This design comes from an exercise in tuning for small area on the open sky130 flow, not from production work. RTL that was checked went through simulation tests only; none was proved equivalent to the original. Only the layout flow was run in runs 6, 7 and 9; the RTL was not checked for function there. The flow treats the clock pin as an ideal source, which a real chip does not have. No activity file was given, so power comes from the tool's default toggle rates.

==> design.v <==
module top (
  input wire clk,
  input wire rst,
  input wire rx,
  output wire tx
);
  localparam [10:0] LFSR_END  = 11'd144;
  localparam [10:0] LFSR_MASK = 11'b11101101011;
  reg [10:0] lfsr;
  wire tick = (lfsr & LFSR_MASK) == (LFSR_END & LFSR_MASK);
  always @(posedge clk)
    lfsr <= {lfsr[9:0], lfsr[10] ^ lfsr[1] ^ tick};
  reg [3:0] fc;
  wire idle    = ~fc[3] & ~fc[2] & ~fc[0];
  wire at_stop =  fc[3] & ~fc[1] & ~fc[0];
  wire fc_in   = idle ? ~rx : ~(fc[3] ^ (fc[2] & ~fc[0]));
  always @(posedge clk)
    if (rst)
      fc <= 4'd0;
    else if (tick)
      fc <= {fc[2:0], fc_in};
  reg [9:0] line;
  wire [7:0] byte_in = {line[0], line[1], line[2], line[3],
                        line[4], line[5], line[6], line[7]};
  wire letter = (byte_in[7:6] == 2'b01) &&
                (byte_in[4:0] != 5'd0) && (byte_in[4:0] <= 5'd26);
  wire flip = at_stop & letter;
  always @(posedge clk)
    if (rst)
      line <= 10'h3ff;
    else if (tick)
      line <= {line[8:3], line[2] ^ flip, line[1:0], rx};
  assign tx = line[9];
endmodule
==> flow/run.sh <==
#!/bin/bash
set -euo pipefail
export ONE_CLKBUF=sky130_fd_sc_hd__clkbuf_16
bash standard.sh finish \
  'BUFFER_PORTS_ARGS=-buffer_cell sky130_fd_sc_hd__buf_1' \
  "PRE_CTS_TCL=$PWD/flow/clkbuf.tcl" \
  'CTS_ARGS=-clk_nets clk -dont_use_dummy_load' \
  > standard.log 2>&1
==> flow/clkbuf.tcl <==
# Drive every clock sink from one clock buffer placed at the sinks' centroid;
# the clock port then feeds only that buffer.
set block [ord::get_db_block]
set db [ord::get_db]
set clk [$block findNet clk]
set master [$db findMaster $::env(ONE_CLKBUF)]
set inst [odb::dbInst_create $block $master clkbuf_root]
set net [odb::dbNet_create $block clknet_root]
$net setSigType CLOCK
set sx 0; set sy 0; set n 0
foreach it [$clk getITerms] {
  set i [$it getInst]
  set bb [$i getBBox]
  set sx [expr {$sx + ([$bb xMin] + [$bb xMax]) / 2}]
  set sy [expr {$sy + ([$bb yMin] + [$bb yMax]) / 2}]
  incr n
  $it disconnect
  $it connect $net
}
[$inst findITerm A] connect $clk
[$inst findITerm X] connect $net
$inst setLocation [expr {$sx / $n}] [expr {$sy / $n}]
$inst setPlacementStatus PLACED
puts "clkbuf.tcl: $::env(ONE_CLKBUF) drives $n clock sinks"
==> standard.sh <==
#!/bin/bash
# synth_recipe.tcl (not shown) runs the flow's synth.tcl, then flattens the netlist and writes it again
# the make line also repeats each setting of config.mk as NAME=value (left out here)
make -C /OpenROAD-flow-scripts/flow DESIGN_CONFIG=/design/flow/config.mk WORK_HOME=/design/flow/orfs CLKGATE_MAP_FILE= SYNTH_SCRIPT=/design/flow/synth_recipe.tcl "${@:-finish}"
==> config.mk <==
export PLATFORM = sky130hd
export DESIGN_NAME = top
export DESIGN_NICKNAME = top
export VERILOG_FILES = /design/flow/design.v
export SDC_FILE = /design/flow/constraint.sdc
export NUM_CORES = 4
export LEC_CHECK = 0
export ABC_AREA = 1
export CAP_MARGIN = 20
export CORE_AREA = 2 2 60 60
export DIE_AREA = 0 0 62 62
export SLEW_MARGIN = 20
==> constraint.sdc <==
create_clock -name core_clock -period 8.0 [get_ports {clk}]
set_input_delay 1.6000 -clock core_clock [delete_from_list [all_inputs] [get_ports {clk}]]
set_output_delay 1.6000 -clock core_clock [all_outputs]
set_load 0.01 [all_outputs]
==> flow_summary_export.csv, run 1 <==
group,metric,value,unit
cells_and_area,layoutNonFillerInstCount,145,
synth,synth_cells,98,
placement,placed_cells,144,
synth,synth_seq_area_share,58.74,%
cells_and_area,drive_gt1_share,8.081,%
power,irDropWorstVdd,0.09908,mV
global_routing,antenna_found_initial,0,
routing,wirelength,1421,um
worst_setup_path,crit_fanout,8,
worst_setup_path,end_kind,"flip-flop",
routing,wire_per_inst,9.800,um
power,leakage,0.3720,nW
clocking,cts_hold_buf,0,
min_path,hold_class,"reg2reg",
floorplanning,die_x,62,um
synth,ys_ff_latch,25,
timing,tightest_slew,0.4149,ns
global_routing,grt-ovfl-total,0,
cells_and_area,regArea,500.5,um^2
power,power_density,199.2,nW/um^2
worst_setup_path,critPathKind,"in2reg",
routing,top_layer,"met4",
cells_and_area,n_antenna_cell,0,
clocking,cts_resized,0,
power,p_sw,0.00003338,W
cells_and_area,mostFrequentLayoutCell,"dfxtp_1",
synth,synth_nets,101,
floorplanning,std_cell_rows,21,
power,p_sw_share,18.18,%
global_routing,grt_first_pass_wirelength,2366,um
routing,vias,628,
floorplanning,die-height,62,um
timing,finalCriticalPeriod,2.287,ns
routing,dr_wl_met2,694,um
timing,finalHoldViolations,0,
timing,setup_violations,0,
timing,clock.fmax,0.4372,GHz
synth,synth_area,852.1,um^2
routing,wl_met1,652,um
floorplanning,dieArea,3844,um^2
synth,synth_cell_types,18,
placement,dpl_cell_area,897.1,um^2
floorplanning,ios,4,
synth,yosys.area.top_type_share,58.74,%
power,seq_power_share,69.1,%
worst_setup_path,cp_top_family,"buffers and inverters",
clocking,clk_pin_slew,0.09,ns
global_routing,grt_pass1_vias,559,
floorplanning,start_util,25.94,%
routing,wl_met3,65,um
clocking,insertion_delay,0.15,ns
placement,gp_congestion,0.7258,
timing,drv_slew,0,
timing,fin_crit_sh,28.59,%
run,cap_violations,0,
timing,finalClockSkew,0.003912,ns
worst_setup_path,path_cells,"buf_1, inv_1, o21ai_0, a21oi_1",
cells_and_area,area.growth.synth_to_final,8.223,%
synth,yosysWarnings,1,
cells_and_area,fin_nets,104,
cells_and_area,postLayoutCellArea,922.1,um^2
timing,slew_headroom,72.34,%
worst_setup_path,crit_arrival,2.32,ns
timing,finalSetupTns,0,ns
placement,port_buffers,3,
cells_and_area,fill_cells,355,
status,status,"finished clean",
synth,synth_area_leader_cell,"dfxtp_1",
clocking,cts_setup_buffers,0,
power,p_clk_share,28.5,%
power,p_comb_share,2.4,%
worst_setup_path,start_kind,"primary input",
routing,postRouteAntennaNets,0,
synth,yosys-top-cells-area,"dfxtp_1 59%, nand2_1 7.9%, inv_1 4.4%",
global_routing,grt_max_degree,26,
routing,drt_iter0_markers,26,
cells_and_area,multiInputGateArea,286.5,um^2
power,p_int,0.0001503,W
global_routing,track_usage,7.846,%
worst_setup_path,critical_path.max_stage_delay,0.32,ns
timing,rsz0062_at_grt,"false",
timing,hold_ws,0.3341,ns
worst_setup_path,critPathBufInv,2,
routing,first_pass_iters,4,
worst_setup_path,crit_required,8.04,ns
placement,post-dp-hpwl,1008,um
routing,drcViolationCount,0,
cells_and_area,final_cell_mix,"25 x dfxtp_1, 18 x nand2_1, 10 x inv_1, 10 x nor2_1",
floorplanning,core_area,3284,um^2
synth,syn_area_per_cell,8.695,um^2
worst_setup_path,slowest_stage,"buf_1",
routing,drt-vias-per-instance,4.331,
[power by group through the flow]
| stage | clock [W] | sequential [W] | combinational, W |
|---|---|---|---|
| 6_report | 0.0000524 | 0.000127 | 0.00000442 |
| 5_1_grt | 0.0000598 | 0.000127 | 0.00000511 |
| 4_1_cts | 0.0000415 | 0.000130 | 0.00000449 |
| 3_5_place_dp | 0 | 0.000130 | 0.00000444 |
| 3_3_place_gp | 0 | 0.000130 | 0.00000431 |
| 2_1_floorplan | 0 | 0.000130 | 0.00000324 |
[logic make-up after synthesis]
group / synth area share (%)
AO/OA/AOI/OAI: 13.66
buffers and inverters: 7.636
flip-flops: 58.74
AND/OR/NAND/NOR: 19.97
[cell usage after synthesis (all sizes together)]
| cell | instances |
|---|---|
| o211a | 1 |
| nand2 | 19 |
| inv | 11 |
| o21ai | 10 |
| nand3 | 7 |
| a21oi | 9 |
| nor2 | 12 |
| nand4 | 1 |
| buf | 3 |
| dfxtp | 25 |
[final cells by class]
cell class | count | share of cell area [%]
inverters | 11 | 4.478
plain buffers | 1 | 2.714
flip-flops and latches | 25 | 54.27
well taps | 46 | 6.242
multi-input cells | 59 | 31.07
repair buffers | 3 | 1.221
[worst register-to-register path, cell delays in order (launching register included)]
cell and delay (ns):
dfxtp_1 0.35, nor2_2 0.14, nand2_2 0.07, nor2_4 0.31, inv_2 0.19, a21oi_1 0.16, o21ai_1 0.08
[final timing paths]
kind	startpoint	end	slack, ns	depth (start not counted)
hold / removal	lfsr[7]	lfsr[8]	0.33	0
setup / recovery	rst	fc[1]	5.71	4
hold reg to reg	lfsr[7]	lfsr[8]	0.33	0
setup reg to reg	lfsr[1]	line[6]	6.60	6
[sequential cells by signal (all words and copies together), names as in the netlist]
| register | flops |
|---|---|
| lfsr | 11 |
| line | 10 |
| fc | 4 |
[routing by layer]
layer | track usage, % | vias up
met3 | 0.6211 | 2
li1 | - | 315
met5 | 0 | -
met4 | 0.6079 | 0
met1 | 9.861 | 299
met2 | 15.03 | 12
[metrics by stage]
stage	util (%)	total power [W]	setup slack [ns]
2_1_floorplan	-	0.0001329	5.869
3_3_place_gp	27.31	0.0001340	5.613
3_5_place_dp	27.31	0.0001343	5.537
4_1_cts	28.08	0.0001757	5.527
5_1_grt	28.08	0.0001920	5.636
6_report	28.08	0.0001837	5.713
==> run 2, diff against run 1 <==
--- a/flow/run.sh
+++ b/flow/run.sh
@@ -1,5 +1,5 @@
 #!/bin/bash
 set -euo pipefail
-export ONE_CLKBUF=sky130_fd_sc_hd__clkbuf_16
+export ONE_CLKBUF=sky130_fd_sc_hd__buf_8
 bash standard.sh finish \
   'BUFFER_PORTS_ARGS=-buffer_cell sky130_fd_sc_hd__buf_1' \
==> run 2 against run 1 <==
  * Still clean
  * Final cell count unchanged
  * Die area unchanged
  * Critical path depth unchanged
  * Synthesized cell count unchanged
  * Sequential share of layout area up 0.60 points
  * Setup slack worse by 0.018 ns
  * Combinational power about the same
  * Core utilization down 0.30 points
  * Sequential power about the same
  * Clock skew about the same
  * First-iteration DRC count down 38%
  * Register-to-register slack about the same
  * Critical path type unchanged
  * Largest power group unchanged
  * Highest routed layer unchanged
==> flow_summary_export.csv, run 2 <==
group,metric,value,unit
status,status,"finished clean",
routing,drt_iter0_markers,16,
synth,synth_cell_types,18,
routing,postRouteAntennaNets,0,
cells_and_area,fill_cells,363,
power,p_clk_share,25.1,%
power,seq_power_share,72.4,%
synth,synth_area_leader_cell,"dfxtp_1",
timing,finalSetupTns,0,ns
power,p_comb_share,2.5,%
synth,ys_ff_latch,25,
worst_setup_path,crit_arrival,2.34,ns
worst_setup_path,critPathKind,"in2reg",
timing,finalHoldViolations,0,
timing,fin_crit_sh,28.82,%
cells_and_area,area.growth.synth_to_final,7.049,%
synth,synth_common_cells,"25 x dfxtp_1, 18 x nand2_1, 10 x inv_1, 10 x nor2_1",
cells_and_area,largest_reg_flops,11,
power,p_sw_share,19.14,%
placement,post-dp-hpwl,1008,um
min_path,min_path_cells,0,
global_routing,grt-ovfl-total,0,
synth,synth-async-reset-ratio,0,%
global_routing,grt_first_pass_wirelength,2235,um
cells_and_area,n_antenna_cell,0,
routing,wire_per_inst,9.379,um
synth,synth_edf_count,0,
global_routing,grt_pass1_vias,539,
routing,drcViolationCount,0,
clocking,clk_pin_slew,0.12,ns
timing,hold_ws,0.3421,ns
timing,tightest_slew,0.4428,ns
cells_and_area,fin_nets,104,
routing,vias,601,
floorplanning,die-height,62,um
floorplanning,die_x,62,um
cells_and_area,regArea,500.5,um^2
worst_setup_path,end_kind,"flip-flop",
clocking,insertion_delay,0.15,ns
cells_and_area,largestRegisters,"lfsr: 11 flops, line: 10 flops, fc: 4 flops",
worst_setup_path,reg2reg_depth,6,
clocking,cts_setup_buffers,0,
synth,yosys.area.top_type_share,58.74,%
timing,finalClockSkew,0.004062,ns
timing,drv_slew,0,
synth,yosysMostFrequentCell,"dfxtp_1",
worst_setup_path,worstReg2RegStart,"lfsr[1]",
synth,synth_area,852.1,um^2
power,total_power,0.0001753,W
synth,synthFlopType,"dfxtp_1",
min_path,min_from,"lfsr[7]",
floorplanning,start_util,25.94,%
placement,gp_congestion,0.7258,
cells_and_area,regMostFlops,"lfsr",
clocking,cts_hold_buf,0,
placement,port_buffers,3,
timing,rsz0062_at_grt,"false",
power,leakage,0.3671,nW
synth,synth_nets,101,
synth,yosysWarnings,1,
floorplanning,ios,4,
cells_and_area,mostFrequentLayoutCell,"dfxtp_1",
clocking,cts_resized,0,
routing,drt-vias-per-instance,4.145,
timing,finalCriticalPeriod,2.305,ns
power,irDropWorstVdd,0.07284,mV
global_routing,grt_max_degree,26,
timing,slew_headroom,70.48,%
run,cap_violations,0,
synth,syn_area_per_cell,8.695,um^2
floorplanning,std_cell_rows,21,
synth,yosys-top-cells-area,"dfxtp_1 59%, nand2_1 7.9%, inv_1 4.4%",
cells_and_area,multiInputGateArea,286.5,um^2
worst_setup_path,crit_fanout,8,
power,p_int,0.0001418,W
worst_setup_path,crit_start,"rst",
routing,wirelength,1360,um
floorplanning,core_area,3284,um^2
timing,setup_violations,0,
power,power_density,192.2,nW/um^2
timing,clock.fmax,0.4338,GHz
worst_setup_path,crit_required,8.04,ns
cells_and_area,drive_gt1_share,8.081,%
cells_and_area,final_cell_mix,"25 x dfxtp_1, 18 x nand2_1, 10 x inv_1, 10 x nor2_1",
global_routing,antenna_found_initial,0,
floorplanning,dieArea,3844,um^2
routing,first_pass_iters,4,
power,p_sw,0.00003357,W
global_routing,track_usage,7.463,%
min_path,hold_class,"reg2reg",
worst_setup_path,start_kind,"primary input",
synth,synth_cells,98,
synth,synth_seq_area_share,58.74,%
[run 2: power groups by stage]
stage               Sequential (W)  Clock (W)  Combinational, W
floorplan                 0.000130          0        0.00000324
global placement          0.000130          0        0.00000431
detailed placement        0.000130          0        0.00000444
CTS                       0.000130  0.0000333        0.00000449
global route              0.000127  0.0000504        0.00000511
finish                    0.000127  0.0000440        0.00000445
[run 2: layout make-up]
class / instances / area share [%]
timing repair buffer: 3 / 1.235
tap: 46 / 6.310
sequential: 25 / 54.87
buffer: 1 / 1.646
inverter: 11 / 4.527
multi-input combinational: 59 / 31.41
[run 2: path summary, 6_finish.rpt]
check                  to  slack (ns)
setup / recovery    fc[1]        5.69
hold / removal    lfsr[8]        0.34
setup reg to reg  line[6]        6.60
hold reg to reg   lfsr[8]        0.34
[run 2: stage by stage]
step                      instance area (um^2)  setup WS (ns)  cells  utilization (%)
final                                    912.1          5.695    145            27.77
after CTS                                912.1          5.527    145            27.77
after global placement                   897.1          5.613    144            27.31
after floorplan                          852.1          5.869     98                -
after global routing                     912.1          5.642    145            27.77
after detailed placement                 897.1          5.537    144            27.31
[run 2: worst max-delay path, cell delays in order]
cell	delay, ns
buf_1	0.34
inv_1	0.22
o21ai_0	0.12
a21oi_1	0.06
[run 2: cells by family after synthesis]
kind of cell	count (synthesis)	share of synthesized area [%]
AND/OR/NAND/NOR	39	19.97
buffers and inverters	14	7.636
AO/OA/AOI/OAI	20	13.66
flip-flops	25	58.74
[run 2: routing by layer]
metal  wire [um]  global-route usage (%)
met1         655                   9.102
met2         649                   14.29
met3          31                  0.6211
met4          23                   1.216
met5           0                       0
==> run 3, diff against run 2 <==
--- a/flow/run.sh
+++ b/flow/run.sh
@@ -1,5 +1,5 @@
 #!/bin/bash
 set -euo pipefail
-export ONE_CLKBUF=sky130_fd_sc_hd__buf_8
+export ONE_CLKBUF=sky130_fd_sc_hd__buf_12
 bash standard.sh finish \
   'BUFFER_PORTS_ARGS=-buffer_cell sky130_fd_sc_hd__buf_1' \
==> run 3 against run 2 <==
  * Still clean on timing, DRC and antenna
  * Clock skew barely moved
  * Sequential share of layout area fell by 0.30 points
  * Critical path depth did not move
  * Register-to-register slack barely moved
  * Cell area rose by 0.55%
  * Setup slack got worse by 0.025 ns
  * Synthesized cell count did not move
  * Core utilization rose by 0.15 points
  * Global-route usage did not move
  * Highest routed layer unchanged
==> flow_summary_export.csv, run 3 <==
group,metric,value,unit
timing,setup_violations,0,
cells_and_area,area.growth.synth_to_final,7.636,%
timing,finalHoldViolations,0,
synth,synth_seq_area_share,58.74,%
cells_and_area,drive_gt1_share,8.081,%
synth,synth_area_leader_cell,"dfxtp_1",
timing,clock.fmax,0.4292,GHz
worst_setup_path,critical_path.max_stage_delay,0.34,ns
timing,slew_headroom,70.48,%
cells_and_area,largestRegisters,"lfsr: 11 flops, line: 10 flops, fc: 4 flops",
status,status,"finished clean",
power,power_density,197.7,nW/um^2
cells_and_area,final_cell_mix,"25 x dfxtp_1, 18 x nand2_1, 10 x inv_1, 10 x nor2_1",
timing,tightest_slew,0.4428,ns
placement,gp_congestion,0.7258,
routing,drcViolationCount,0,
floorplanning,std_cell_rows,21,
timing,finalClockSkew,0.004055,ns
worst_setup_path,end_kind,"flip-flop",
worst_setup_path,cp_num_cells,4,
timing,drv_slew,0,
synth,synth_edf_count,0,
synth,yosysWarnings,1,
synth,yosys.area.top_type_share,58.74,%
placement,post-dp-hpwl,1008,um
routing,wire_per_inst,9.372,um
floorplanning,die_x,62,um
timing,rsz0062_at_grt,"false",
worst_setup_path,cp_top_family,"buffers and inverters",
timing,finalCriticalPeriod,2.330,ns
synth,synth_nets,101,
cells_and_area,regMostFlops,"lfsr",
synth,synth_area,852.1,um^2
routing,drt-vias-per-instance,4.145,
clocking,cts_hold_buf,0,
worst_setup_path,reg2reg_depth,6,
clocking,cts_resized,0,
worst_setup_path,r2r_setup_slack,6.60,ns
routing,postRouteAntennaNets,0,
worst_setup_path,critPathKind,"in2reg",
synth,ys_ff_latch,25,
synth,synth_common_cells,"25 x dfxtp_1, 18 x nand2_1, 10 x inv_1, 10 x nor2_1",
timing,fin_crit_sh,29.13,%
worst_setup_path,crit_required,8.01,ns
clocking,insertion_delay,0.13,ns
floorplanning,dieArea,3844,um^2
synth,yosys-top-cells-area,"dfxtp_1 59%, nand2_1 7.9%, inv_1 4.4%",
synth,yosysMostFrequentCell,"dfxtp_1",
worst_setup_path,slowest_stage,"buf_1",
global_routing,grt_max_degree,26,
floorplanning,start_util,25.94,%
synth,synth_cell_types,18,
global_routing,track_usage,7.463,%
floorplanning,core_area,3284,um^2
global_routing,grt_pass1_vias,539,
clocking,cts_setup_buffers,0,
worst_setup_path,path_cells,"buf_1, inv_1, o21ai_0, a21oi_1",
min_path,min_path_cells,0,
floorplanning,die-height,62,um
cells_and_area,largest_reg_flops,11,
worst_setup_path,start_kind,"primary input",
cells_and_area,n_antenna_cell,0,
placement,post-place-ws,5.537,ns
routing,wirelength,1359,um
timing,timing.final.ws_setup,5.670,ns
global_routing,antenna_found_initial,0,
timing,finalSetupTns,0,ns
placement,port_buffers,3,
synth,synthFlopType,"dfxtp_1",
routing,drt_iter0_markers,16,
cells_and_area,mostFrequentLayoutCell,"dfxtp_1",
floorplanning,ios,4,
min_path,hold_class,"reg2reg",
worst_setup_path,critPathBufInv,2,
cells_and_area,fill_cells,360,
cells_and_area,fin_nets,104,
worst_setup_path,crit_fanout,8,
routing,first_pass_iters,4,
routing,vias,601,
synth,syn_area_per_cell,8.695,um^2
synth,synth-async-reset-ratio,0,%
synth,synth_cells,98,
power,irDropWorstVdd,0.07767,mV
clocking,clk_pin_slew,0.09,ns
power,leakage,0.3690,nW
global_routing,grt_first_pass_wirelength,2235,um
global_routing,grt-ovfl-total,0,
run,cap_violations,0,
worst_setup_path,crit_arrival,2.34,ns
run 3: changes by cell type in the layout (fill, tap and decap cells not counted):
cell	change
buf_12	+1
buf_8	-1
run 3: worst paths after layout:
kind | start | to
worst min-delay path | lfsr[7] | lfsr[8]
worst max-delay path | rst | fc[1]
worst max register to register | lfsr[1] | line[6]
worst min register to register | lfsr[7] | lfsr[8]
run 3: logic make-up (layout without fill, tap and decap cells):
group                  Yosys count  in the layout  share of synthesized area (%)
buffers and inverters           14             15                          7.636
AO/OA/AOI/OAI                   20             20                          13.66
AND/OR/NAND/NOR                 39             39                          19.97
flip-flops                      25             25                          58.74
run 3: report_power, final:
group,leakage [nW],switching (W),total (W),internal (W)
logic,0.156,0.00000280,0.00000445,0.00000166
registers,0.203,0.00000114,0.000127,0.000126
clock network,0.00940,0.0000296,0.0000499,0.0000204
total,0.369,0.0000335,0.000181,0.000148
run 3: metrics by stage:
stage | cell area (um^2) | utilization (%) | cells | power, W | hold WS [ns]
after floorplan | 852.1 | - | 98 | 0.0001329 | 0.3096
after global placement | 897.1 | 27.31 | 144 | 0.0001340 | 0.3159
after detailed placement | 897.1 | 27.31 | 144 | 0.0001343 | 0.3121
after CTS | 917.1 | 27.92 | 145 | 0.0001735 | 0.3153
after global routing | 917.1 | 27.92 | 145 | 0.0001887 | 0.3426
final | 917.1 | 27.92 | 145 | 0.0001813 | 0.3347
run 3: final cells by class:
type                            instances  area (um^2)  share of cell area [%]
Sequential cell                        25        500.5                   54.57
Multi-Input combinational cell         59        286.5                   31.24
Tap cell                               46        57.56                   6.276
Timing Repair Buffer                    3        11.26                   1.228
Inverter                               11        41.29                   4.502
Buffer                                  1        20.02                   2.183
run 3: routing by layer:
metal / part of all wire (%) / GRT usage (%) / vias up / wire (um)
met5: 0 / 0 / - / 0
met2: 48 / 14.29 / 4 / 649
met3: 2.3 / 0.6211 / 2 / 31
met4: 1.7 / 1.216 / 0 / 23
met1: 48 / 9.102 / 281 / 654
li1: - / - / 314 / -
==> run 4, diff against run 3 <==
--- a/flow/run.sh
+++ b/flow/run.sh
@@ -2,5 +2,7 @@
 set -euo pipefail
 export ONE_CLKBUF=sky130_fd_sc_hd__buf_12
+export MY_ABC_SCRIPT=$PWD/flow/area.abc
 bash standard.sh finish \
+  "SYNTH_SCRIPT=$PWD/flow/my_synth.tcl" \
   'BUFFER_PORTS_ARGS=-buffer_cell sky130_fd_sc_hd__buf_1' \
   "PRE_CTS_TCL=$PWD/flow/clkbuf.tcl" \
==> flow/area.abc (new file) <==
strash
&get -n
&deepsyn -T 60
&put
&get -n
&dch -f
&nf -R 1000
&put
topo
dnsize -c
==> flow/my_synth.tcl (new file) <==
# synth_recipe.tcl with ABC's mapping script replaced by $::env(MY_ABC_SCRIPT)
proc synth {args} { yosys synth -nofsm -noshare {*}$args }
proc abc {args} {
  set i [lsearch -exact $args -script]
  if { $i >= 0 } { lset args [expr {$i + 1}] $::env(MY_ABC_SCRIPT) }
  yosys abc {*}$args
}
source $::env(SCRIPTS_DIR)/synth.tcl
# left out here: clear keep_hierarchy, flatten, clean up, hide names made inside functions, write 1_2_yosys.v
==> run 4 against run 3 <==
  * Combinational power rose by about 80%
  * Sequential share of layout area rose by 5.1 points
  * Still clean on timing, DRC and antenna
  * Clock skew fell by 0.0024 ns
  * Register-to-register slack got worse by 0.51 ns
  * Setup slack got worse by 0.29 ns
  * Critical path depth rose by 1
  * Core utilization fell by 2.4 points
  * Hold slack got worse by 0.0012 ns
  * Final cell count fell by 23%
  * Critical path type unchanged
  * Fmax fell by 11%
  * Largest power group unchanged
==> flow_summary_export.csv, run 4 <==
group,metric,value,unit
cells_and_area,regMostFlops,"lfsr",
synth,synth_common_cells,"25 x dfxtp_1, 9 x o22a_1, 4 x a21oi_1, 4 x nor2_1",
routing,postRouteAntennaNets,0,
synth,synth_area_leader_cell,"dfxtp_1",
synth,synth_area,749.5,um^2
clocking,cts_setup_buffers,0,
synth,synth_cells,62,
synth,synthFlopType,"dfxtp_1",
power,leakage,0.2859,nW
cells_and_area,largestRegisters,"lfsr: 11 flops, line: 10 flops, fc: 4 flops",
synth,synth_seq_area_share,66.78,%
timing,drv_slew,0,
worst_setup_path,critPathKind,"in2reg",
clocking,cts_resized,0,
cells_and_area,largest_reg_flops,11,
timing,setup_violations,0,
routing,first_pass_iters,4,
cells_and_area,n_antenna_cell,0,
clocking,insertion_delay,0.12,ns
routing,wire_per_inst,9.946,um
synth,synth_nets,65,
floorplanning,ios,4,
global_routing,grt-ovfl-total,0,
clocking,clk_pin_slew,0.09,ns
global_routing,grt_first_pass_wirelength,1925,um
floorplanning,std_cell_rows,21,
global_routing,grt_pass1_vias,461,
floorplanning,start_util,22.82,%
worst_setup_path,start_kind,"primary input",
run,cap_violations,0,
cells_and_area,area.growth.synth_to_final,11.85,%
synth,synth-async-reset-ratio,0,%
routing,drcViolationCount,0,
timing,clock.fmax,0.3815,GHz
synth,yosys.area.top_type_share,66.78,%
timing,finalSetupTns,0,ns
synth,synth_edf_count,0,
synth,yosysWarnings,1,
timing,slew_headroom,74.19,%
timing,fin_crit_sh,32.76,%
floorplanning,dieArea,3844,um^2
timing,tightest_slew,0.3871,ns
cells_and_area,drive_gt1_share,1.515,%
cells_and_area,fin_nets,71,
status,status,"finished clean",
floorplanning,die-height,62,um
placement,post-dp-hpwl,786.5,um
timing,finalHoldViolations,0,
worst_setup_path,crit_arrival,2.65,ns
timing,hold_ws,0.3335,ns
placement,port_buffers,3,
synth,ys_ff_latch,25,
floorplanning,core_area,3284,um^2
synth,yosysMostFrequentCell,"dfxtp_1",
routing,drt_iter0_markers,14,
synth,synth_cell_types,16,
clocking,cts_hold_buf,0,
placement,placed_cells,111,
power,irDropWorstVdd,0.09639,mV
global_routing,grt_max_degree,26,
timing,timing.final.ws_setup,5.379,ns
routing,vias,472,
worst_setup_path,end_kind,"flip-flop",
placement,post-place-ws,5.244,ns
routing,wirelength,1114,um
floorplanning,die_x,62,um
synth,yosys-top-cells-area,"dfxtp_1 67%, o22a_1 11%, a22o_1 3.5%",
worst_setup_path,crit_fanout,11,
min_path,hold_class,"reg2reg",
synth,syn_area_per_cell,12.09,um^2
routing,drt-vias-per-instance,4.214,
power,total_power,0.0001895,W
power,power_density,226.0,nW/um^2
timing,finalClockSkew,0.001692,ns
timing,finalCriticalPeriod,2.621,ns
cells_and_area,layoutNonFillerInstCount,112,
global_routing,track_usage,6.237,%
cells_and_area,mostFrequentLayoutCell,"dfxtp_1",
worst_setup_path,crit_required,8.03,ns
global_routing,antenna_found_initial,0,
timing,rsz0062_at_grt,"false",
cells_and_area,final_cell_mix,"25 x dfxtp_1, 9 x o22a_1, 4 x a21oi_1, 4 x nor2_1",
placement,gp_congestion,0.7260,
-- run 4: layout make-up --
class | instances | area (um^2)
Buffer | 1 | 20.02
Fill cell | 348 | 2446
Multi-Input combinational cell | 37 | 249.0
Sequential cell | 25 | 500.5
Tap cell | 46 | 57.56
Timing Repair Buffer | 3 | 11.26
-- run 4: layer usage --
metal | up-vias | wire [um] | global-route usage, %
met1 | 226 | 586 | 9.276
li1 | 242 | - | -
met5 | - | 0 | 0
met3 | 2 | 22 | 0.4141
met2 | 2 | 495 | 10.27
met4 | 0 | 10 | 0.6079
-- run 4: worst paths after layout --
path / from / end / slack (ns) / cells after the start
max reg2reg: lfsr[6] / line[3] / 6.09 / 5
max: rst / line[3] / 5.38 / 5
min reg2reg: lfsr[4] / lfsr[5] / 0.33 / 0
min: lfsr[4] / lfsr[5] / 0.33 / 0
-- run 4: cells by family after synthesis --
family,share of synthesized area (%)
AOI/OAI and AO/OA,21.54
xor gates and xnor gates,1.169
and+or+nand+nor,10.52
DFF,66.78
-- run 4: per-stage QoR --
stage / utilization [%] / instance area, um^2
detailed placement: 24.91 / 818.3
CTS: 25.52 / 838.3
finish: 25.52 / 838.3
global placement: 24.91 / 818.3
global route: 25.52 / 838.3
floorplan: - / 749.5
-- run 4: worst max-delay path, cell delays in order --
cell     delay (ns)
buf_1          0.11
or3_1          0.56
a21oi_1        0.17
o21ai_0        0.10
o21a_1         0.11
-- run 4: power breakdown --
group | internal [W] | switching [W] | total, W | leakage, nW
sequential | 0.000129 | 0.00000435 | 0.000133 | 0.203
clock | 0.0000204 | 0.0000279 | 0.0000483 | 0.00940
combinational | 0.00000472 | 0.00000328 | 0.00000800 | 0.0732
total | 0.000154 | 0.0000356 | 0.000189 | 0.286
==> run 5, diff against run 4 <==
==> flow/area.abc (replaced) <==
strash
balance; rewrite; refactor; balance; rewrite; rewrite -z; balance; refactor -z; rewrite -z; balance
dch -f
amap
topo
dnsize -c
==> run 5 against run 4 <==
  * Combinational power down 41%
  * Area after synthesis up 1.2%
  * Via count up 9.5%
  * Register-to-register slack worse by 0.31 ns
  * Clock power about the same
  * Hold slack better by 0.00094 ns
  * Largest cell class unchanged
==> flow_summary_export.csv, run 5 <==
group,metric,value,unit
status,status,"finished clean",
synth,synth_common_cells,"25 x dfxtp_1, 6 x a221o_1, 6 x clkinv_1",
timing,setup_violations,0,
synth,yosys-top-cells-area,"dfxtp_1 66%, a221o_1 7.9%, o221a_1 4.5%",
cells_and_area,largestRegisters,"lfsr: 11 flops, line: 10 flops, fc: 4 flops",
timing,finalSetupTns,0,ns
timing,slew_headroom,73.43,%
worst_setup_path,r2r_end,"line[9]",
timing,tightest_slew,0.3985,ns
worst_setup_path,cp_num_cells,3,
timing,drv_slew,0,
worst_setup_path,crit_start,"rst",
synth,yosysWarnings,1,
routing,wirelength,1157,um
synth,synth_nets,66,
worst_setup_path,crit_end,"fc[2]",
floorplanning,dieArea,3844,um^2
clocking,clk_pin_slew,0.09,ns
routing,dr_wl_met2,525,um
worst_setup_path,r2r_setup_slack,5.78,ns
global_routing,grt_max_degree,26,
synth,synth_area,758.2,um^2
cells_and_area,regMostFlops,"lfsr",
cells_and_area,drive_gt1_share,4.412,%
synth,synth_cell_types,18,
synth,yosys.area.top_type_share,66.01,%
worst_setup_path,critPathKind,"in2reg",
floorplanning,std_cell_rows,21,
worst_setup_path,slowest_stage,"buf_1",
power,leakage,0.3141,nW
synth,synth-async-reset-ratio,0,%
min_path,hold_class,"reg2reg",
power,irDropWorstVdd,0.08772,mV
min_path,min_from,"lfsr[4]",
clocking,cts_setup_buffers,0,
routing,wl_met3,36,um
clocking,cts_resized,0,
clocking,insertion_delay,0.12,ns
routing,drt-vias-per-instance,4.535,
timing,clock.fmax,0.4293,GHz
worst_setup_path,path_cells,"buf_1, clkinv_1, o221a_1",
worst_setup_path,worstReg2RegStart,"lfsr[9]",
worst_setup_path,start_kind,"primary input",
cells_and_area,n_antenna_cell,0,
timing,finalClockSkew,0.002194,ns
cells_and_area,fill_cells,354,
floorplanning,die_x,62,um
routing,wl_met1,595,um
worst_setup_path,crit_fanout,9,
routing,postRouteAntennaNets,0,
routing,drt_iter0_markers,77,
routing,drcViolationCount,0,
routing,vias,517,
floorplanning,die-height,62,um
run,cap_violations,0,
cells_and_area,area.growth.synth_to_final,13.53,%
synth,synth_cells,63,
synth,synth_edf_count,0,
global_routing,antenna_found_initial,0,
timing,finalCriticalPeriod,2.329,ns
placement,post-dp-hpwl,827.8,um
clocking,cts_hold_buf,0,
global_routing,grt_pass1_vias,451,
synth,syn_area_per_cell,12.04,um^2
floorplanning,core_area,3284,um^2
placement,port_buffers,3,
timing,rsz0062_at_grt,"false",
timing,fin_crit_sh,29.12,%
worst_setup_path,crit_required,8.02,ns
worst_setup_path,reg2reg_depth,5,
worst_setup_path,critPathBufInv,2,
synth,yosysMostFrequentCell,"dfxtp_1",
worst_setup_path,end_kind,"flip-flop",
cells_and_area,fin_nets,73,
routing,first_pass_iters,4,
global_routing,track_usage,6.354,%
timing,hold_ws,0.3344,ns
routing,top_layer,"met3",
power,power_density,210.5,nW/um^2
synth,synth_seq_area_share,66.01,%
floorplanning,start_util,23.09,%
cells_and_area,largest_reg_flops,11,
synth,ys_ff_latch,25,
floorplanning,ios,4,
worst_setup_path,crit_arrival,2.35,ns
routing,wire_per_inst,10.15,um
synth,synth_area_leader_cell,"dfxtp_1",
synth,synthFlopType,"dfxtp_1",
global_routing,grt_first_pass_wirelength,1952,um
worst_setup_path,critical_path.max_stage_delay,0.31,ns
worst_setup_path,cp_top_family,"buffers and inverters",
global_routing,grt-ovfl-total,0,
placement,gp_congestion,0.7517,
timing,finalHoldViolations,0,
cells_and_area,final_cell_mix,"25 x dfxtp_1, 6 x clkinv_1, 6 x a221o_1",
cells_and_area,mostFrequentLayoutCell,"dfxtp_1",
==> run 5: cell count changes after synthesis, sizes merged, moves of 2 or more <==
cell    previous run  this run
a221o              0         6
nor2               4         2
o221a              0         3
o22a               9         0
a22o               3         0
clkinv             0         6
or4                3         1
nor3               1         3
nand2b             2         0
o221ai             0         3
nand2              3         1
==> run 5: through the flow <==
stage	setup slack (ns)	total power, W	std cells	instance area [um^2]	utilization, %
5_1_grt	5.584	0.0001880	114	860.8	26.21
3_5_place_dp	5.544	0.0001357	113	840.8	25.60
6_report	5.671	0.0001812	114	860.8	26.21
4_1_cts	5.537	0.0001749	114	860.8	26.21
2_1_floorplan	4.480	0.0001337	63	758.2	-
3_3_place_gp	5.585	0.0001355	113	840.8	25.60
==> run 5: routing by layer <==
metal,up-vias,global-route usage (%)
li1,256,-
met1,258,9.355
met2,3,10.57
met3,0,0.8282
met4,0,0
met5,-,0
==> run 5: kinds of logic after synthesis <==
logic type      count (synthesis)  synth area share [%]
flops                          25                 66.01
buf+inv                         6                 2.970
simple gates                   10                 7.262
compound gates                 22                 23.76
==> run 5: power breakdown <==
group	internal [W]	total, W	switching (W)	leakage, nW
registers	0.000126	0.000128	0.00000173	0.204
logic	0.00000233	0.00000472	0.00000240	0.101
clock network	0.0000204	0.0000482	0.0000279	0.00940
total	0.000149	0.000181	0.0000320	0.314
==> run 5: area by class of cell <==
class,count,area (um^2),area share (%)
inverter,6,22.52,2.616
sequential,25,500.5,58.14
tap,46,57.56,6.686
multi-input combinational,32,241.5,28.05
timing repair buffer,4,18.77,2.180
buffer,1,20.02,2.326
==> run 5: how the worst min path moves through the flow <==
stage | to | slack, ns | depth (start not counted)
2_1_floorplan | lfsr[3] | 0.31 | 0
3_3_place_gp | lfsr[8] | 0.31 | 0
3_5_place_dp | lfsr[3] | 0.31 | 0
4_1_cts | lfsr[5] | 0.32 | 0
5_1_grt | lfsr[5] | 0.34 | 0
6_report | lfsr[5] | 0.33 | 0
==> run 6, diff against run 5 <==
--- a/design.v
+++ b/design.v
@@ -13,5 +13,5 @@
   reg [3:0] fc;
   wire idle    = ~fc[3] & ~fc[2] & ~fc[0];
-  wire at_stop =  fc[3] & ~fc[1] & ~fc[0];
+  wire at_d7   = ~fc[3] & fc[2] & ~fc[0];
   wire fc_in   = idle ? ~rx : ~(fc[3] ^ (fc[2] & ~fc[0]));
   always @(posedge clk)
@@ -21,14 +21,14 @@
       fc <= {fc[2:0], fc_in};
   reg [9:0] line;
-  wire [7:0] byte_in = {line[0], line[1], line[2], line[3],
-                        line[4], line[5], line[6], line[7]};
+  wire [7:0] byte_in = {rx, line[0], line[1], line[2],
+                        line[3], line[4], line[5], line[6]};
   wire letter = (byte_in[7:6] == 2'b01) &&
                 (byte_in[4:0] != 5'd0) && (byte_in[4:0] <= 5'd26);
-  wire flip = at_stop & letter;
+  wire flip = at_d7 & letter;
   always @(posedge clk)
     if (rst)
       line <= 10'h3ff;
     else if (tick)
-      line <= {line[8:3], line[2] ^ flip, line[1:0], rx};
+      line <= {line[8:2], line[1] ^ flip, line[0], rx};
   assign tx = line[9];
 endmodule
--- a/flow/run.sh
+++ b/flow/run.sh
@@ -1,5 +1,5 @@
 #!/bin/bash
 set -euo pipefail
-export ONE_CLKBUF=sky130_fd_sc_hd__buf_12
+export ONE_CLKBUF='sky130_fd_sc_hd__buf_8'
 export MY_ABC_SCRIPT=$PWD/flow/area.abc
 bash standard.sh finish \
==> flow/area.abc (replaced) <==
strash
&get -n
&deepsyn -J 20 -T 100
&put
&get -n
&dch -f
&nf -R 1000
&put
topo
dnsize -c
--- a/config.mk
+++ b/config.mk
@@ -10,3 +10,4 @@
 export CORE_AREA = 2 2 60 60
 export DIE_AREA = 0 0 62 62
+export PLACE_DENSITY = 0.95
 export SLEW_MARGIN = 20
==> run 6 against run 5 <==
  * Flip-flop and latch count stayed put
  * Area after synthesis is 2.3% lower
  * Wire length is 5.7% higher
  * Core utilization is 1.1 points lower
  * Synthesized cell count is 1.6% lower
  * Final cell count is 1.8% lower
  * Die area stayed put
  * First-iteration DRC count is 87% lower
  * Combinational power is 77% higher
  * Clock power is 12% lower
  * Fmax is 6.4% lower
  * Clock skew is 0.00060 ns lower
==> flow_summary_export.csv, run 6 <==
group,metric,value,unit
status,status,"finished clean",
worst_setup_path,crit_required,8.04,ns
floorplanning,ios,4,
synth,synthXorXnorAreaFrac,1.182,%
synth,syn_area_per_cell,11.95,um^2
worst_setup_path,crit_arrival,2.53,ns
synth,synth_top_family_by_area,"compound AO/OA/AOI/OAI gates",
power,total_power,0.0001826,W
worst_setup_path,critPathBufInv,1,
synth,synth_edf_count,0,
global_routing,antenna_found_initial,0,
synth,yosysMostFrequentCell,"dfxtp_1",
timing,finalHoldViolations,0,
clocking,cts_resized,0,
worst_setup_path,cp_num_cells,3,
synth,yosys.area.top_type_share,67.57,%
worst_setup_path,cp_top_family,"compound AO/OA/AOI/OAI gates",
placement,port_buffers,3,
synth,synthSimpleGateAreaFrac,10.98,%
global_routing,track_usage,6.538,%
floorplanning,die-height,62,um
routing,drcViolationCount,0,
floorplanning,std_cell_rows,21,
floorplanning,start_util,22.55,%
synth,yosysWarnings,1,
timing,rsz0062_at_grt,"false",
routing,wirelength,1223,um
placement,gp_congestion,0.7165,
cells_and_area,final_cell_mix,"25 x dfxtp_1, 9 x o22a_1, 5 x nand2_1",
synth,synth-async-reset-ratio,0,%
synth,yosys-top-cells-area,"dfxtp_1 68%, o22a_1 11%, o21ai_0 2.7%",
worst_setup_path,reg2reg_depth,4,
global_routing,grt-ovfl-total,0,
power,irDropWorstVdd,0.08012,mV
cells_and_area,largest_reg_flops,11,
clocking,insertion_delay,0.14,ns
synth,synth_fa_ha_area_share,0,%
placement,post-dp-hpwl,934.2,um
worst_setup_path,path_cells,"buf_1, or2_0, o32a_1",
cells_and_area,fill_cells,340,
floorplanning,die_x,62,um
worst_setup_path,slowest_stage,"o32a_1",
synth,synth.mux.area_fraction,0,%
power,leakage,0.2629,nW
synth,synthFlopType,"dfxtp_1",
min_path,hold_class,"reg2reg",
floorplanning,core_area,3284,um^2
timing,setup_violations,0,
routing,wire_per_inst,10.92,um
worst_setup_path,critical_path.max_stage_delay,0.42,ns
routing,drt-vias-per-instance,4.438,
cells_and_area,mostFrequentLayoutCell,"dfxtp_1",
synth,synth_cells,62,
routing,postRouteAntennaNets,0,
clocking,cts_setup_buffers,0,
floorplanning,dieArea,3844,um^2
run,cap_violations,0,
cells_and_area,regMostFlops,"lfsr",
clocking,clk_pin_slew,0.12,ns
cells_and_area,fin_util,25.10,%
cells_and_area,drive_gt1_share,1.515,%
cells_and_area,area.growth.synth_to_final,11.32,%
synth,synth_seq_area_share,67.57,%
synth,synth_common_cells,"25 x dfxtp_1, 9 x o22a_1, 5 x nand2_1",
cells_and_area,fin_nets,71,
power,power_density,221.5,nW/um^2
global_routing,grt_first_pass_wirelength,1987,um
timing,drv_slew,0,
timing,finalCriticalPeriod,2.490,ns
timing,fin_crit_sh,31.12,%
global_routing,grt_pass1_vias,460,
cells_and_area,n_antenna_cell,0,
routing,drt_iter0_markers,10,
synth,synth_area_leader_cell,"dfxtp_1",
routing,vias,497,
worst_setup_path,crit_fanout,11,
timing,finalClockSkew,0.001593,ns
synth,synth_compound_area_share,19.76,%
cells_and_area,largestRegisters,"lfsr: 11 flops, line: 10 flops, fc: 4 flops",
synth,ys_ff_latch,25,
synth,synth_nets,65,
timing,finalSetupTns,0,ns
clocking,cts_hold_buf,0,
worst_setup_path,end_kind,"flip-flop",
synth,synth_area,740.7,um^2
timing,tightest_slew,0.5660,ns
worst_setup_path,critPathKind,"in2reg",
global_routing,grt_max_degree,26,
min_path,min_path_cells,0,
timing,slew_headroom,62.26,%
worst_setup_path,start_kind,"primary input",
synth,synth_cell_types,17,
timing,clock.fmax,0.4017,GHz
routing,first_pass_iters,4,
## run 6: cell count changes after synthesis, sizes merged, moves of 2 or more
cell,previous run,this run
a221o,6,0
clkinv,6,1
nand2,1,5
nor2,2,4
nor3,3,0
nor4,0,3
o221a,3,0
o221ai,3,0
o22a,0,9
## run 6: worst paths after layout
check                           slack, ns      end    start
worst max-delay path                 5.51  line[2]      rst
worst min register to register       0.34  lfsr[5]  lfsr[4]
worst min-delay path                 0.34  lfsr[5]  lfsr[4]
worst max register to register       6.17  line[2]  lfsr[6]
## run 6: worst register-to-register path, delay by kind of cell (launching register included)
| kind | cells | cell delay (ns) |
|---|---|---|
| compound gates | 1 | 0.42 |
| flops | 1 | 0.34 |
| simple gates | 3 | 0.97 |
## run 6: report_power, final
| group | leakage, nW | internal, W | total [W] | switching [W] |
|---|---|---|---|---|
| Sequential | 0.203 | 0.000129 | 0.000132 | 0.00000350 |
| Clock | 0.00742 | 0.0000144 | 0.0000422 | 0.0000279 |
| Combinational | 0.0520 | 0.00000409 | 0.00000837 | 0.00000428 |
| Total | 0.263 | 0.000147 | 0.000183 | 0.0000357 |
## run 6: per-layer routing
metal	up-vias	global-route usage, %	wire length, um
met3	2	0.8282	51
met1	245	7.379	502
li1	244	-	-
met4	0	0.9119	19
met2	6	13.10	649
met5	-	0	0
## run 6: kinds of logic after synthesis
group / Yosys count
buf+inv: 1
xor+xnor: 1
simple gates: 16
flops: 25
compound gates: 19
## run 6: per-stage QoR
step,area (um^2),std cells,hold slack (ns),setup slack (ns)
6_report,824.5,112,0.3423,5.510
5_1_grt,824.5,112,0.3497,5.448
4_1_cts,824.5,112,0.3164,5.351
3_5_place_dp,809.5,111,0.3147,5.360
3_3_place_gp,809.5,111,0.3129,5.395
2_1_floorplan,740.7,62,0.3096,5.556
## run 6: area by class of cell
cell class	instances	area, um^2	share of cell area [%]
plain buffers	1	15.01	1.821
inverters	1	3.754	0.4552
multi-input cells	36	236.5	28.68
flip-flops and latches	25	500.5	60.70
well taps	46	57.56	6.980
repair buffers	3	11.26	1.366
==> run 7, diff against run 6 <==
--- a/design.v
+++ b/design.v
@@ -12,7 +12,7 @@
     lfsr <= {lfsr[9:0], lfsr[10] ^ lfsr[1] ^ tick};
   reg [3:0] fc;
-  wire idle    = ~fc[3] & ~fc[2] & ~fc[0];
-  wire at_d7   = ~fc[3] & fc[2] & ~fc[0];
-  wire fc_in   = idle ? ~rx : ~(fc[3] ^ (fc[2] & ~fc[0]));
+  wire idle    = (~fc[3] & ~fc[1] & ~fc[0]);
+  wire at_d7   = (fc[3] & fc[2] & ~fc[1]);
+  wire fc_in   = idle ? ~rx : ((~fc[3] & fc[2]) | (~fc[2] & fc[1]));
   always @(posedge clk)
     if (rst)
==> run 7 against run 6 <==
  * Still clean on timing, DRC and antenna
  * Die area stayed put
  * First-iteration DRC count is 40% lower
  * Fmax is 6.0% lower
  * Combinational power is 7.4% higher
  * Sequential share of layout area is 0.092 points lower
  * Cell area is 0.15% higher
  * Wire length is 13% lower
  * Area after synthesis is 0.17% higher
  * Core utilization hardly changed
  * Largest cell class unchanged
==> flow_summary_export.csv, run 7 <==
group,metric,value,unit
status,status,"finished clean",
routing,drt_iter0_markers,6,
clocking,cts_hold_buf,0,
synth,ys_ff_latch,25,
placement,post-dp-hpwl,786.8,um
synth,synth_cells,65,
routing,first_pass_iters,3,
synth,synth_seq_area_share,67.45,%
min_path,hold_class,"reg2reg",
global_routing,antenna_found_initial,0,
power,power_density,226.2,nW/um^2
synth,yosys-top-cells-area,"dfxtp_1 67%, o22a_1 11%, nand2_1 4.6%",
worst_setup_path,critPathKind,"in2reg",
routing,dr_wl_met2,488,um
timing,finalClockSkew,0.001538,ns
power,p_sw_share,20.17,%
synth,synth_cell_types,14,
floorplanning,std_cell_rows,21,
global_routing,grt_pass1_vias,463,
placement,gp_congestion,0.7321,
synth,syn_area_per_cell,11.41,um^2
power,seq_power_share,72.3,%
timing,rsz0062_at_grt,"false",
placement,port_buffers,3,
cells_and_area,n_antenna_cell,0,
worst_setup_path,crit_arrival,2.74,ns
worst_setup_path,start_kind,"primary input",
synth,synth_common_cells,"25 x dfxtp_1, 9 x nand2_1, 9 x o22a_1",
timing,slew_headroom,62.79,%
power,p_sw,0.00003767,W
synth,synthFlopType,"dfxtp_1",
power,p_clk_share,22.9,%
cells_and_area,regArea,500.5,um^2
power,leakage,0.2772,nW
cells_and_area,area.growth.synth_to_final,11.30,%
floorplanning,core_area,3284,um^2
floorplanning,die-height,62,um
synth,yosys.area.top_type_share,67.45,%
worst_setup_path,path_cells,"buf_1, or4b_1, a21oi_1, o21ai_0, o21ai_0, a21oi_1, nor2_1",
cells_and_area,final_cell_mix,"25 x dfxtp_1, 9 x nand2_1, 9 x o22a_1",
power,p_comb_share,4.8,%
power,p_int,0.0001491,W
routing,wirelength,1068,um
synth,yosysMostFrequentCell,"dfxtp_1",
routing,drcViolationCount,0,
timing,fin_crit_sh,33.10,%
clocking,cts_resized,0,
timing,finalHoldViolations,0,
worst_setup_path,critical_path.max_stage_delay,0.50,ns
worst_setup_path,crit_required,8.09,ns
worst_setup_path,slowest_stage,"or4b_1",
floorplanning,dieArea,3844,um^2
global_routing,grt_max_degree,26,
worst_setup_path,cp_top_family,"simple AND/OR/NAND/NOR gates",
global_routing,grt_first_pass_wirelength,1869,um
timing,setup_violations,0,
worst_setup_path,crit_fanout,3,
synth,synth_nets,68,
timing,tightest_slew,0.5581,ns
timing,finalCriticalPeriod,2.648,ns
routing,wire_per_inst,9.287,um
routing,top_layer,"met4",
floorplanning,start_util,22.59,%
floorplanning,die_x,62,um
routing,wl_met1,526,um
cells_and_area,multiInputGateArea,241.5,um^2
global_routing,track_usage,5.985,%
cells_and_area,mostFrequentLayoutCell,"dfxtp_1",
synth,synth_area_leader_cell,"dfxtp_1",
synth,synth_edf_count,0,
synth,yosysWarnings,1,
clocking,clk_pin_slew,0.12,ns
timing,clock.fmax,0.3776,GHz
routing,vias,490,
cells_and_area,fill_cells,358,
cells_and_area,largestRegisters,"lfsr: 11 flops, line: 10 flops, fc: 4 flops",
cells_and_area,drive_gt1_share,1.449,%
clocking,cts_setup_buffers,0,
cells_and_area,fin_nets,74,
timing,finalSetupTns,0,ns
timing,drv_slew,0,
synth,synth_area,742.0,um^2
cells_and_area,regMostFlops,"lfsr",
clocking,insertion_delay,0.14,ns
worst_setup_path,end_kind,"flip-flop",
global_routing,grt-ovfl-total,0,
routing,postRouteAntennaNets,0,
cells_and_area,fin_util,25.14,%
routing,drt-vias-per-instance,4.261,
cells_and_area,largest_reg_flops,11,
routing,wl_met3,34,um
run,cap_violations,0,
synth,synth-async-reset-ratio,0,%
floorplanning,ios,4,
worst_setup_path,critPathBufInv,1,
power,irDropWorstVdd,0.1034,mV
[run 7: final cells by class]
class / instances / share of cell area (%)
Sequential cell: 25 / 60.61
Tap cell: 46 / 6.970
Timing Repair Buffer: 3 / 1.364
Buffer: 1 / 1.818
Multi-Input combinational cell: 40 / 29.24
[run 7: per-stage QoR]
stage | total power [W] | worst slack [ns] | instances | cell area (um^2) | hold WS (ns)
finish | 0.0001868 | 5.352 | 115 | 825.8 | 0.3414
CTS | 0.0001803 | 5.174 | 115 | 825.8 | 0.3160
floorplan | 0.0001435 | 5.424 | 65 | 742.0 | 0.3096
global route | 0.0001955 | 5.297 | 115 | 825.8 | 0.3573
global placement | 0.0001459 | 5.257 | 114 | 810.8 | 0.3126
detailed placement | 0.0001468 | 5.210 | 114 | 810.8 | 0.3153
[run 7: final timing paths]
| path | to | slack (ns) | startpoint | cells after the start |
|---|---|---|---|---|
| setup / recovery | line[2] | 5.35 | rx | 7 |
| hold / removal | lfsr[8] | 0.34 | lfsr[7] | 0 |
| setup reg to reg | fc[0] | 6.28 | lfsr[1] | 6 |
| hold reg to reg | lfsr[8] | 0.34 | lfsr[7] | 0 |
[run 7: cell families after synthesis]
group,after synthesis,synth area share (%)
flops,25,67.45
simple gates,20,12.82
compound gates,19,18.55
xor+xnor,1,1.181
[run 7: per-layer routing]
| metal | vias to the layer above | global-route usage (%) |
|---|---|---|
| li1 | 248 | - |
| met1 | 233 | 7.771 |
| met2 | 7 | 10.42 |
| met3 | 2 | 0.8282 |
| met4 | 0 | 1.520 |
| met5 | - | 0 |
[run 7: power groups by stage]
stage,logic [W],registers [W],clock network [W]
after floorplan,0.00000714,0.000136,0
after global placement,0.00000836,0.000138,0
after detailed placement,0.00000888,0.000138,0
after CTS,0.00000902,0.000138,0.0000333
after global routing,0.0000101,0.000136,0.0000490
final,0.00000899,0.000135,0.0000427
==> run 8, diff against run 7 <==
--- a/design.v
+++ b/design.v
@@ -12,7 +12,7 @@
     lfsr <= {lfsr[9:0], lfsr[10] ^ lfsr[1] ^ tick};
   reg [3:0] fc;
-  wire idle    = (~fc[3] & ~fc[1] & ~fc[0]);
-  wire at_d7   = (fc[3] & fc[2] & ~fc[1]);
-  wire fc_in   = idle ? ~rx : ((~fc[3] & fc[2]) | (~fc[2] & fc[1]));
+  wire idle    = (~fc[3] & ~fc[2] & ~fc[0]);
+  wire at_d7   = (fc[2] & ~fc[1] & ~fc[0]);
+  wire fc_in   = idle ? ~rx : ((~fc[3] & ~fc[1]) | (~fc[3] & ~fc[0]) | (fc[3] & fc[0]));
   always @(posedge clk)
     if (rst)
==> run 8 against run 7 <==
  * Synthesized cell count down 4.6%
  * Sequential power about the same
  * Fmax up 12%
  * Still clean on timing, DRC and antenna
==> flow_summary_export.csv, run 8 <==
group,metric,value,unit
placement,dpl_cell_area,805.8,um^2
synth,synth_fa_ha_area_share,0,%
synth,synth_cells,62,
timing,drv_slew,0,
synth,synthXorXnorAreaFrac,1.188,%
power,seq_power_share,72.0,%
power,irDropWorstVdd,0.1232,mV
routing,first_pass_iters,4,
synth,synth_common_cells,"25 x dfxtp_1, 9 x o22a_1, 6 x nor2_1",
cells_and_area,final_cell_mix,"25 x dfxtp_1, 9 x o22a_1, 6 x nor2_1",
routing,vias,463,
synth,yosysWarnings,1,
synth,synth_top_family_by_area,"compound AO/OA/AOI/OAI gates",
worst_setup_path,critPathKind,"in2reg",
synth,synth_nets,65,
synth,synth.mux.area_fraction,0,%
clocking,insertion_delay,0.14,ns
worst_setup_path,crit_required,8.09,ns
floorplanning,core_area,3284,um^2
cells_and_area,largest_reg_flops,11,
worst_setup_path,critPathBufInv,1,
cells_and_area,largestRegisters,"lfsr: 11 flops, line: 10 flops, fc: 4 flops",
worst_setup_path,slowest_stage,"o21ai_0",
cells_and_area,n_antenna_cell,0,
global_routing,track_usage,6.741,%
worst_setup_path,path_cells,"buf_1, nor2_1, nand4b_1, a21oi_1, o21ai_0, o21ai_0, a21oi_1, nor2_1",
synth,synthSimpleGateAreaFrac,10.70,%
floorplanning,die_x,62,um
worst_setup_path,worstReg2RegStart,"lfsr[1]",
routing,wire_per_inst,10.34,um
timing,fin_crit_sh,29.55,%
cells_and_area,regMostFlops,"lfsr",
floorplanning,dieArea,3844,um^2
placement,port_buffers,3,
floorplanning,die-height,62,um
synth,syn_area_per_cell,11.89,um^2
power,p_comb_share,5.1,%
power,leakage,0.2674,nW
synth,synth_edf_count,0,
global_routing,grt-ovfl-total,0,
cells_and_area,fin_util,24.99,%
min_path,min_path_cells,0,
worst_setup_path,r2r_setup_slack,6.36,ns
routing,postRouteAntennaNets,0,
placement,placed_cells,111,
timing,finalHoldViolations,0,
worst_setup_path,reg2reg_depth,4,
global_routing,grt_pass1_vias,458,
timing,finalSetupTns,0,ns
worst_setup_path,crit_arrival,2.45,ns
cells_and_area,fill_cells,341,
global_routing,grt_max_degree,26,
global_routing,antenna_found_initial,0,
floorplanning,start_util,22.44,%
min_path,min_from,"lfsr[7]",
timing,clock.fmax,0.4230,GHz
placement,gp_congestion,0.8072,
synth,synth_cell_types,14,
synth,yosys-top-cells-area,"dfxtp_1 68%, o22a_1 11%, a22o_1 3.6%",
cells_and_area,layoutNonFillerInstCount,112,
synth,synth_area,737.0,um^2
synth,synth_seq_area_share,67.91,%
routing,drt_iter0_markers,2,
cells_and_area,fin_nets,71,
cells_and_area,mostFrequentLayoutCell,"dfxtp_1",
power,p_clk_share,22.9,%
timing,slew_headroom,67.32,%
routing,drt-vias-per-instance,4.134,
cells_and_area,postLayoutCellArea,820.8,um^2
synth,yosys.area.top_type_share,67.91,%
clocking,clk_pin_slew,0.12,ns
worst_setup_path,crit_fanout,3,
status,status,"finished clean",
timing,finalClockSkew,0.003757,ns
timing,rsz0062_at_grt,"false",
worst_setup_path,end_kind,"flip-flop",
clocking,cts_setup_buffers,0,
power,p_int,0.0001479,W
timing,setup_violations,0,
synth,synth_area_leader_cell,"dfxtp_1",
clocking,cts_resized,0,
min_path,hold_class,"reg2reg",
worst_setup_path,r2r_end,"line[0]",
synth,yosysMostFrequentCell,"dfxtp_1",
timing,hold_ws,0.3398,ns
synth,synth-async-reset-ratio,0,%
power,power_density,224.0,nW/um^2
worst_setup_path,critical_path.max_stage_delay,0.15,ns
timing,tightest_slew,0.4902,ns
clocking,cts_hold_buf,0,
floorplanning,std_cell_rows,21,
synth,ys_ff_latch,25,
routing,wirelength,1158,um
synth,synthFlopType,"dfxtp_1",
worst_setup_path,cp_top_family,"compound AO/OA/AOI/OAI gates",
timing,finalCriticalPeriod,2.364,ns
global_routing,grt_first_pass_wirelength,2007,um
worst_setup_path,start_kind,"primary input",
cells_and_area,area.growth.synth_to_final,11.38,%
power,p_sw_share,19.55,%
run,cap_violations,0,
floorplanning,ios,4,
routing,drcViolationCount,0,
cells_and_area,drive_gt1_share,1.515,%
synth,synth_compound_area_share,20.20,%
min_path,hold_end,"lfsr[8]",
power,p_sw,0.00003595,W
placement,post-dp-hpwl,897.3,um
## run 8: power groups by stage
stage / clock network, W / registers (W) / logic (W)
finish: 0.0000421 / 0.000132 / 0.00000935
detailed placement: 0 / 0.000135 / 0.00000930
global route: 0.0000475 / 0.000133 / 0.0000103
global placement: 0 / 0.000135 / 0.00000837
floorplan: 0 / 0.000134 / 0.00000698
CTS: 0.0000333 / 0.000135 / 0.00000941
## run 8: worst max path at each step
| stage | from | to | slack [ns] | depth (start not counted) |
|---|---|---|---|---|
| global placement | rst | line[0] | 5.53 | 3 |
| CTS | rx | line[2] | 5.47 | 8 |
| floorplan | rx | line[2] | 5.72 | 7 |
| finish | rx | line[2] | 5.64 | 8 |
| global route | rst | line[1] | 5.57 | 3 |
| detailed placement | rx | line[2] | 5.48 | 8 |
## run 8: through the flow
step | total power (W) | worst slack (ns)
final | 0.0001839 | 5.636
after global routing | 0.0001907 | 5.572
after CTS | 0.0001780 | 5.472
after detailed placement | 0.0001447 | 5.475
after global placement | 0.0001429 | 5.534
after floorplan | 0.0001411 | 5.724
## run 8: cell families after synthesis
kind of cell              Yosys count
AOI/OAI and AO/OA                  20
and+or+nand+nor                    16
xor gates and xnor gates            1
DFF                                25
## run 8: cell type report
class                           count  area [um^2]  share of cell area (%)
Tap cell                           46        57.56                   7.012
Buffer                              1        15.01                   1.829
Timing Repair Buffer                3        11.26                   1.372
Sequential cell                    25        500.5                   60.98
Multi-Input combinational cell     37        236.5                   28.81
## run 8: routing by layer
metal	global-route usage, %	part of all wire [%]	vias up
li1	-	-	239
met1	7.722	44	213
met2	12.80	48	7
met3	1.035	4.6	4
met4	1.824	3.1	0
met5	0	0	-
==> run 9, diff against run 8 <==
--- a/design.v
+++ b/design.v
@@ -12,10 +12,10 @@
     lfsr <= {lfsr[9:0], lfsr[10] ^ lfsr[1] ^ tick};
   reg [3:0] fc;
-  wire idle    = (~fc[3] & ~fc[2] & ~fc[0]);
-  wire at_d7   = (fc[2] & ~fc[1] & ~fc[0]);
-  wire fc_in   = idle ? ~rx : ((~fc[3] & ~fc[1]) | (~fc[3] & ~fc[0]) | (fc[3] & fc[0]));
+  wire idle    = (fc[3] & fc[1] & fc[0]);
+  wire at_d7   = (~fc[3] & ~fc[2] & fc[1]);
+  wire fc_in   = idle ? rx : ~((fc[3] & ~fc[2]) | (fc[2] & ~fc[1]));
   always @(posedge clk)
     if (rst)
-      fc <= 4'd0;
+      fc <= 4'hf;
     else if (tick)
       fc <= {fc[2:0], fc_in};
==> run 9 against run 8 <==
  * Core utilization decreased by 0.15 points
  * Critical path type unchanged
  * Setup slack got worse by 0.34 ns
  * Area after synthesis decreased by 0.68%
  * Still clean
  * Largest power group unchanged
  * Wire length decreased by 16%
  * Global-route usage decreased by 1.6 points
  * Clock skew decreased by 0.0014 ns
  * Via count decreased by 3.9%
  * Sequential share of layout area increased by 0.37 points
  * Flip-flop and latch count unchanged
  * Clock power decreased by 2%
==> flow_summary_export.csv, run 9 <==
group,metric,value,unit
synth,synth_nets,66,
routing,drcViolationCount,0,
cells_and_area,fill_cells,356,
worst_setup_path,critical_path.max_stage_delay,0.56,ns
min_path,hold_class,"reg2reg",
synth,synth_area_leader_cell,"dfxtp_1",
timing,tightest_slew,0.7108,ns
timing,rsz0062_at_grt,"false",
cells_and_area,largest_reg_flops,11,
cells_and_area,mostFrequentLayoutCell,"dfxtp_1",
timing,fin_crit_sh,33.75,%
synth,yosys-top-cells-area,"dfxtp_1 68%, o22a_1 12%, nor2_1 4.1%",
routing,drt_iter0_markers,10,
worst_setup_path,crit_fanout,14,
placement,dpl_cell_area,800.8,um^2
synth,synth_cell_types,14,
worst_setup_path,start_kind,"primary input",
cells_and_area,regMostFlops,"lfsr",
status,status,"finished clean",
floorplanning,die_x,62,um
worst_setup_path,cp_top_family,"simple AND/OR/NAND/NOR gates",
worst_setup_path,critPathBufInv,1,
routing,wirelength,967,um
worst_setup_path,end_kind,"flip-flop",
cells_and_area,n_antenna_cell,0,
synth,synth_common_cells,"25 x dfxtp_1, 10 x o22a_1, 8 x nor2_1",
worst_setup_path,slowest_stage,"or2_0",
synth,synth.mux.area_fraction,0,%
timing,drv_slew,0,
synth,yosysMostFrequentCell,"dfxtp_1",
synth,synth_cells,63,
global_routing,track_usage,5.126,%
routing,vias,445,
global_routing,antenna_found_initial,0,
timing,finalHoldViolations,0,
worst_setup_path,path_cells,"buf_1, or2_0, nor2_1, nand2_1, a21oi_1, a311oi_1",
clocking,cts_setup_buffers,0,
placement,port_buffers,3,
cells_and_area,area.growth.synth_to_final,11.45,%
routing,first_pass_iters,3,
floorplanning,start_util,22.29,%
power,leakage,0.2574,nW
power,irDropWorstVdd,0.1096,mV
synth,yosysWarnings,1,
timing,finalCriticalPeriod,2.700,ns
synth,synth_edf_count,0,
synth,synth_seq_area_share,68.38,%
synth,synthFlopType,"dfxtp_1",
global_routing,grt-ovfl-total,0,
clocking,cts_hold_buf,0,
cells_and_area,regArea,500.5,um^2
cells_and_area,postLayoutCellArea,815.8,um^2
placement,placed_cells,112,
clocking,cts_resized,0,
cells_and_area,drive_gt1_share,1.493,%
synth,synth-async-reset-ratio,0,%
cells_and_area,final_cell_mix,"25 x dfxtp_1, 10 x o22a_1, 8 x nor2_1",
worst_setup_path,cp_num_cells,6,
timing,slew_headroom,52.61,%
worst_setup_path,critPathKind,"in2reg",
cells_and_area,multiInputGateArea,231.5,um^2
global_routing,grt_first_pass_wirelength,1593,um
synth,synthSimpleGateAreaFrac,12.14,%
routing,drt-vias-per-instance,3.938,
synth,synthXorXnorAreaFrac,1.197,%
worst_setup_path,crit_required,8.06,ns
run,cap_violations,0,
synth,synth_area,732.0,um^2
clocking,clk_pin_slew,0.11,ns
worst_setup_path,reg2reg_depth,7,
routing,postRouteAntennaNets,0,
clocking,insertion_delay,0.14,ns
routing,wire_per_inst,8.558,um
synth,ys_ff_latch,25,
synth,yosys.area.top_type_share,68.38,%
floorplanning,std_cell_rows,21,
placement,post-dp-hpwl,744.8,um
synth,synth_compound_area_share,18.29,%
floorplanning,core_area,3284,um^2
synth,synth_top_family_by_area,"compound AO/OA/AOI/OAI gates",
cells_and_area,fin_nets,72,
global_routing,grt_pass1_vias,373,
global_routing,grt_max_degree,26,
cells_and_area,layoutNonFillerInstCount,113,
worst_setup_path,crit_arrival,2.76,ns
floorplanning,dieArea,3844,um^2
timing,clock.fmax,0.3704,GHz
floorplanning,die-height,62,um
timing,finalSetupTns,0,ns
power,power_density,212.2,nW/um^2
min_path,min_path_cells,0,
timing,setup_violations,0,
worst_setup_path,r2r_setup_slack,6.18,ns
synth,syn_area_per_cell,11.62,um^2
timing,finalClockSkew,0.002344,ns
cells_and_area,largestRegisters,"lfsr: 11 flops, line: 10 flops, fc: 4 flops",
placement,gp_congestion,0.6984,
synth,synth_fa_ha_area_share,0,%
floorplanning,ios,4,
==> run 9: cell families (layout without fill, tap and decap cells) <==
family / after synthesis / count (layout)
compound gates: 18 / 18
simple gates: 19 / 19
buf+inv: 0 / 4
xor+xnor: 1 / 1
flops: 25 / 25
==> run 9: cell type report <==
class / count / area share, %
flip-flops and latches: 25 / 61.35
multi-input cells: 38 / 28.37
repair buffers: 3 / 1.380
well taps: 46 / 7.055
plain buffers: 1 / 1.840
==> run 9: through the flow <==
step / util, % / total power, W / hold slack (ns) / worst slack, ns
finish: 24.84 / 0.0001731 / 0.3401 / 5.300
global route: 24.84 / 0.0001814 / 0.3504 / 5.169
CTS: 24.84 / 0.0001679 / 0.3153 / 5.142
detailed placement: 24.38 / 0.0001346 / 0.3143 / 5.132
global placement: 24.38 / 0.0001344 / 0.3119 / 5.181
floorplan: - / 0.0001333 / 0.3096 / 5.423
==> run 9: worst paths after layout <==
kind / start / to
worst max-delay path: rst / fc[0]
worst min-delay path: lfsr[4] / lfsr[5]
worst max register to register: lfsr[1] / fc[0]
worst min register to register: lfsr[4] / lfsr[5]
==> run 9: power by group <==
group          internal (W)  switching, W
clock network     0.0000144     0.0000271
logic            0.00000187    0.00000190
registers          0.000126    0.00000161
==> run 9: layer usage <==
| metal | vias to the layer above | wire length, um | global-route usage (%) |
|---|---|---|---|
| met2 | 2 | 421 | 8.929 |
| met3 | 0 | 37 | 0.6211 |
| li1 | 239 | - | - |
| met1 | 204 | 509 | 7.116 |
| met4 | 0 | 0 | 0.3040 |
| met5 | - | 0 | 0 |
==> run 9: worst reg2reg max path: stages, from the launching register on <==
cell and delay [ns]:
dfxtp_1 0.36, nor4_1 0.27, nand2_1 0.12, or2_0 0.46
nor2_1 0.23, nand2_1 0.07, a21oi_1 0.15, a311oi_1 0.06

-- static timing again, ports no longer ideal --
The results above use ideal ports. As a check the final layouts listed here were re-extracted and re-timed, cells and wires unchanged. Step 1 sets driving cells, clkbuf_16 on the clock port and buf_2 on the other inputs (assumed; they add their load-dependent delay and slew). Step 2 also shifts input and output timing later by t, the mid clock arrival at the registers, as if the neighbouring blocks saw the same clock. a / b / c = ideal ports / drivers / drivers and shift; a / b = the first two.
| run | t, ns | slack for setup (ns) |
|---|---|---|
| run 1 | 0.179 | 5.713 / 5.718 / 5.539 |
| run 2 | 0.173 | 5.695 / 5.701 / 5.528 |
| run 3 | 0.158 | 5.670 / 5.679 / 5.521 |
| run 4 | 0.152 | 5.379 / 5.388 / 5.236 |
| run 5 | 0.151 | 5.671 / 5.671 / 5.520 |
| run 6 | 0.167 | 5.510 / 5.518 / 5.351 |
| run 7 | 0.166 | 5.352 / 5.351 / 5.185 |
| run 8 | 0.167 | 5.636 / 5.644 / 5.477 |
| run 9 | 0.162 | 5.300 / 5.303 / 5.141 |
After both steps setup and hold are still met in every run listed.
